From an optimization exercise on the open Yosys and OpenROAD flow, aimed at small area and a short achievable clock period; shortcuts taken in it are not production practice.
At most, simulation tests tie the RTL to the original design; equivalence was not proved.

Setup of the previous run:
==> flow/design.v (excerpt) <==
module dct_core (
    input                clk,
    input                rst_n,
    input                start,
    input signed [255:0] a1,
    output               done,
    output       [255:0] final_output
);
For scale: roughly 36000 cells after synthesis, roughly 280000 sq um of cells after synthesis.
==> module f_padd, before the edit <==
module f_padd #(parameter W = 26) (
    input  [W-1:0] a,
    input  [W-1:0] b,
    output [W-1:0] s
);
    localparam L = $clog2(W);
    wire [W-1:0] g [0:L];
    wire [W-1:0] p [0:L];
    assign g[0] = a & b;
    assign p[0] = a ^ b;
    genvar l, i;
    generate
        for (l = 0; l < L; l = l + 1) begin : lv
            for (i = 0; i < W; i = i + 1) begin : bt
                if ((i >> l) & 1) begin : cmb
                    localparam J = ((i >> l) << l) - 1;
                    assign g[l+1][i] = g[l][i] | (p[l][i] & g[l][J]);
                    assign p[l+1][i] = p[l][i] & p[l][J];
                end else begin : pas
                    assign g[l+1][i] = g[l][i];
                    assign p[l+1][i] = p[l][i];
                end
            end
        end
    endgenerate
    assign s = p[0] ^ {g[L][W-2:0], 1'b0};
endmodule
==> module f_norm, before the edit <==
module f_norm (
    input         s,
    input  [7:0]  e,
    input  [24:0] m,
    output [31:0] y
);
    wire [4:0]  k;
    f_lzc z (.m(m), .k(k));
    wire [24:0] v    = m << k;
    wire [7:0]  e1   = e + 8'd1;
    wire [7:0]  e2   = e + 8'd2;
    wire [7:0]  en;
    f_esub xn (.e(e1), .k(k), .d(en));
    wire        zero = ~|m;
    wire        fl   = zero | (e2 == {3'b0, k}) | ((e == 8'hff) & (k == 5'd0));
    assign y = fl ? 32'b0 : {s, en, v[23:1]};
endmodule
==> module fadd2, before the edit <==
module fadd2 #(parameter [3:0] C = 4'b1110) (
    input         clk,
    input  [31:0] a,
    input  [31:0] b,
    output [31:0] ya,
    output [31:0] ys
);
    wire        comp;
    wire [63:0] q0, q1;
    wire [55:0] r1, r2;
    f_front f (.a(a[30:0]), .b(b[30:0]), .comp(comp), .q(q0));
    wire        sa1, ss1, x1;
    dly #(67, C[0]) c0 (clk, {comp ? a[31] : b[31], comp ? a[31] : ~b[31], a[31] ^ b[31], q0},
                             {sa1, ss1, x1, q1});
    f_align al (.q(q1), .x(x1), .r(r1));
    wire        sa2, ss2, x2;
    dly #(59, C[1]) c1 (clk, {sa1, ss1, x1, r1}, {sa2, ss2, x2, r2});
    wire [23:0] ml = r2[47:24], mt = r2[23:0];
    wire [25:0] sa, sz;
    f_padd #(26) aa (.a({1'b0, ml, 1'b1}), .b({x2, mt, x2}), .s(sa));
    f_padd #(26) az (.a({1'b0, ml, 1'b1}), .b({~x2, ~mt, ~x2}), .s(sz));
    wire [24:0] ma3, ms3;
    wire [7:0]  e3;
    wire        sa3, ss3;
    dly #(60, C[2]) c2 (clk, {sa2, ss2, r2[55:48], sa[25:1], sz[25:1]}, {sa3, ss3, e3, ma3, ms3});
    wire [31:0] ya0, ys0;
    f_norm na (.s(sa3), .e(e3), .m(ma3), .y(ya0));
    f_norm ns (.s(ss3), .e(e3), .m(ms3), .y(ys0));
    dly #(64, C[3]) c3 (clk, {ya0, ys0}, {ya, ys});
endmodule
==> module dct_core, before the edit <==
module dct_core (
    input                clk,
    input                rst_n,
    input                start,
    input signed [255:0] a1,
    output               done,
    output       [255:0] final_output
);
localparam [3:0] CF = 4'b1111;
localparam [3:0] CA = 4'b1110;
localparam [2:0] CM = 3'b101;
function integer ones(input [3:0] c);
    ones = c[0] + c[1] + c[2] + c[3];
endfunction
localparam LF = ones(CF);
localparam LA = ones(CA);
localparam LM = ones({1'b0, CM});
localparam T1 = LF;           
localparam T2 = T1 + LA;      
localparam T3 = T2 + LA;      
localparam T4 = T3 + LM;      
localparam T5 = T4 + LA;      
localparam T6 = T5 + LA;      
localparam NEG = 32'h80000000;
wire [31:0] x0 = a1[255:224], x1 = a1[223:192], x2 = a1[191:160], x3 = a1[159:128];
wire [31:0] x4 = a1[127:96],  x5 = a1[95:64],   x6 = a1[63:32],   x7 = a1[31:0];
wire [31:0] b0, b1, b2, b3, b4, b5, b6, b7;
fadd2 #(CF) u_b07 (clk, x0, x7, b0, b7);
fadd2 #(CF) u_b13 (clk, x1, x6, b1, b3);
fadd2 #(CF) u_b46 (clk, x2, x5, b4, b6);
fadd2 #(CF) u_b52 (clk, x3, x4, b5, b2);
wire [31:0] c0, c1, c2, c3, c4, c5, c6;
fadd2 #(CA) u_c04 (clk, b0, b5, c0, c4);
fadd2 #(CA) u_c31 (clk, b1, b4, c3, c1);
fadd1 #(CA) u_c2  (clk, b2, b6, c2);
fadd1 #(CA) u_c5  (clk, b3, b7, c5);
fadd1 #(CA) u_c6  (clk, b3, b6, c6);
wire [31:0] d0, d1, d3, d4;
fadd2 #(CA) u_d01 (clk, c0, c3, d0, d1);
fadd1 #(CA) u_d3  (clk, c1, c4, d3);
fadd1 #(CA) u_d4  (clk, c2, c5 ^ NEG, d4);
wire [31:0] e2, e3, e4, e6, e7, e2i, e3i, e4i;
fmulc #(24'h8a8c15, 8'd126, 24'hec82f0, 0, CM) u_e2 (clk, c2, e2i);
fmulc #(24'hb50481, 8'd126, 24'hb50566, 0, CM) u_e3 (clk, c6, e3i);
fmulc #(24'ha73b64, 8'd127, 24'hc3f181, 2, CM) u_e4 (clk, c5, e4i);
fmulc #(24'hb50481, 8'd126, 24'hb50566, 0, CM) u_e6 (clk, d3, e6);
fmulc #(24'hc3f141, 8'd125, 24'ha73b9b, 0, CM) u_e7 (clk, d4, e7);
dly #(96, T4 - T2 - LM) dl_e (clk, {e2i, e3i, e4i}, {e2, e3, e4});
wire [31:0] b7d, c4d;
dly #(32, T4 - T1) dl_b7 (clk, b7, b7d);
dly #(32, T4 - T2) dl_c4 (clk, c4, c4d);
wire [31:0] f2, f3, f4, f5, f6, f7;
fadd2 #(CA) u_f23 (clk, c4d, e6, f2, f3);
fadd2 #(CA) u_f45 (clk, b7d, e3, f4, f5);
fadd1 #(CA) u_f6  (clk, e2, e7, f6);
fadd1 #(CA) u_f7  (clk, e4, e7, f7);
wire [31:0] y0, y1, y2, y3, y4, y5, y6, y7;
fadd2 #(CA) u_y17 (clk, f4, f7, y1, y7);
fadd2 #(CA) u_y53 (clk, f5, f6, y5, y3);
dly #(64, T6 - T3) dl_d (clk, {d0, d1}, {y0, y4});
dly #(64, T6 - T5) dl_f (clk, {f2, f3}, {y2, y6});
assign final_output = {y0, y1, y2, y3, y4, y5, y6, y7};
reg [T6-1:0] vld;
always @(posedge clk) begin
    if (rst_n) vld <= {T6{1'b0}};
    else       vld <= {vld[T6-2:0], start};
end
assign done = vld[T6-1];
endmodule
Settings: LEC_CHECK=0, ABC_AREA=1, CAP_MARGIN=20, CORE_MARGIN=2, CORE_UTILIZATION=60, CTS_CLUSTER_DIAMETER=70, CTS_CLUSTER_SIZE=30, PLACE_DENSITY=0.72, SLEW_MARGIN=40; clock period 10.0 ns.
standard.sh (not shown) runs the stock make flow with config.mk's settings and CLKGATE_MAP_FILE= SYNTH_SCRIPT=/design/flow/synth_recipe.tcl, a recipe that flattens the netlist after the stock synthesis.
==> flow/flow/run.sh <==
#!/bin/bash
set -e
bash standard.sh BUFFER_PORTS_ARGS="-buffer_cell sky130_fd_sc_hd__buf_4" \
    SETUP_SLACK_MARGIN=6.6 finish > flow.log 2>&1
--- input diff the previous run..the current run ---
--- a/flow/design.v
+++ b/flow/design.v
@@ -4,5 +4,12 @@
     output [W-1:0] s
 );
-    localparam L = $clog2(W);
+    function integer lg2(input integer n);
+        integer t;
+        begin
+            lg2 = 0;
+            for (t = 1; t < n; t = t * 2) lg2 = lg2 + 1;
+        end
+    endfunction
+    localparam L = lg2(W);
     wire [W-1:0] g [0:L];
     wire [W-1:0] p [0:L];
@@ -107,5 +114,9 @@
     wire [4:0]  k;
     f_lzc z (.m(m), .k(k));
-    wire [24:0] v    = m << k;
+    wire [24:0] v4   = k[4] ? {m[8:0], 16'b0} : m;
+    wire [24:0] v3   = k[3] ? {v4[16:0], 8'b0} : v4;
+    wire [24:0] v2   = k[2] ? {v3[20:0], 4'b0} : v3;
+    wire [24:0] v1   = k[1] ? {v2[22:0], 2'b0} : v2;
+    wire [24:0] v    = k[0] ? {v1[23:0], 1'b0} : v1;
     wire [7:0]  e1   = e + 8'd1;
     wire [7:0]  e2   = e + 8'd2;
@@ -141,5 +152,5 @@
     dly #(32, C[3]) c3 (clk, y0, y);
 endmodule
-module fadd2 #(parameter [3:0] C = 4'b1110) (
+module fadd2 #(parameter [3:0] C = 4'b1110, parameter D = 0) (
     input         clk,
     input  [31:0] a,
@@ -157,5 +168,5 @@
     f_align al (.q(q1), .x(x1), .r(r1));
     wire        sa2, ss2, x2;
-    dly #(59, C[1]) c1 (clk, {sa1, ss1, x1, r1}, {sa2, ss2, x2, r2});
+    dly #(59, C[1] + D) c1 (clk, {sa1, ss1, x1, r1}, {sa2, ss2, x2, r2});
     wire [23:0] ml = r2[47:24], mt = r2[23:0];
     wire [25:0] sa, sz;
@@ -1406,5 +1417,5 @@
 fadd1 #(CA) u_c6  (clk, b3, b6, c6);
 wire [31:0] d0, d1, d3, d4;
-fadd2 #(CA) u_d01 (clk, c0, c3, d0, d1);
+fadd2 #(CA, T6 - T3) u_d01 (clk, c0, c3, d0, d1);     
 fadd1 #(CA) u_d3  (clk, c1, c4, d3);
 fadd1 #(CA) u_d4  (clk, c2, c5 ^ NEG, d4);
@@ -1420,5 +1431,5 @@
 dly #(32, T4 - T2) dl_c4 (clk, c4, c4d);
 wire [31:0] f2, f3, f4, f5, f6, f7;
-fadd2 #(CA) u_f23 (clk, c4d, e6, f2, f3);
+fadd2 #(CA, T6 - T5) u_f23 (clk, c4d, e6, f2, f3);     
 fadd2 #(CA) u_f45 (clk, b7d, e3, f4, f5);
 fadd1 #(CA) u_f6  (clk, e2, e7, f6);
@@ -1427,6 +1438,6 @@
 fadd2 #(CA) u_y17 (clk, f4, f7, y1, y7);
 fadd2 #(CA) u_y53 (clk, f5, f6, y5, y3);
-dly #(64, T6 - T3) dl_d (clk, {d0, d1}, {y0, y4});
-dly #(64, T6 - T5) dl_f (clk, {f2, f3}, {y2, y6});
+assign y0 = d0, y4 = d1;
+assign y2 = f2, y6 = f3;
 assign final_output = {y0, y1, y2, y3, y4, y5, y6, y7};
 reg [T6-1:0] vld;
Findings:
Delta(post-synthesis share of cell area spent on full adders, half adders and majority gates, the current run - the previous run) > 0
Looking at the current run and the previous run, the number of nets still failing antenna checks after routing is a wash.
First-iteration DRC count went down slightly going from the previous run to the current run.
Diff the previous run -> the current run | count of unique library cells instantiated by Yosys | increase of 4
NOTE routed length on met1 the previous run->the current run decreased by a few percent
Sort the current run and the previous run by synthesized area per cell, ascending, and the previous run comes first.
Compared the current run vs the previous run, and register-to-register setup slack is up in the current run.
The number of filler instances in the final layout number comes out lower for the current run vs the previous run.
The current run vs the previous run: final net count down
In the current run the layout buffer count excluding clock buffers turned out 172 lower than in the previous run.
Looking only at tap cell count, and setting everything else aside, the lower value of the current run and the previous run goes to the current run.
The finished layout cell area in the current run sits 4900 sq um below the value recorded for the previous run.
The RTL of the previous run was laid out without a check of its function.

[separate check: timing with driven ports]
The results above use ideal ports. As a check the final layouts listed here were re-extracted and re-timed, cells and wires unchanged.
Step 1 (the two cells are an assumption about what drives the block):
set clk [get_ports {clk}]
set_driving_cell -lib_cell sky130_fd_sc_hd__clkbuf_16 $clk
set_driving_cell -lib_cell sky130_fd_sc_hd__buf_2 [delete_from_list [all_inputs] $clk]
Step 2 also shifts input and output timing later by t, the mid clock arrival at the registers, as if the neighbouring blocks saw the same clock.
Three values: ideal ports, drivers, drivers and shift; two values: the first two.
| run | t, ns | setup slack, ns | worst setup path at the end | cell pins on the clock port's net |
|---|---|---|---|---|
| the previous run | 1.149 | 6.445 / 6.308 / 5.599 | input to register | 1 |
| the current run | 1.127 | 6.502 / 6.369 / 5.685 | input to register | 1 |
After both steps every run listed still meets setup and hold. The setup slack of the previous run, which loses most, moves by -0.137 ns with the drivers and by -0.846 ns with both steps.
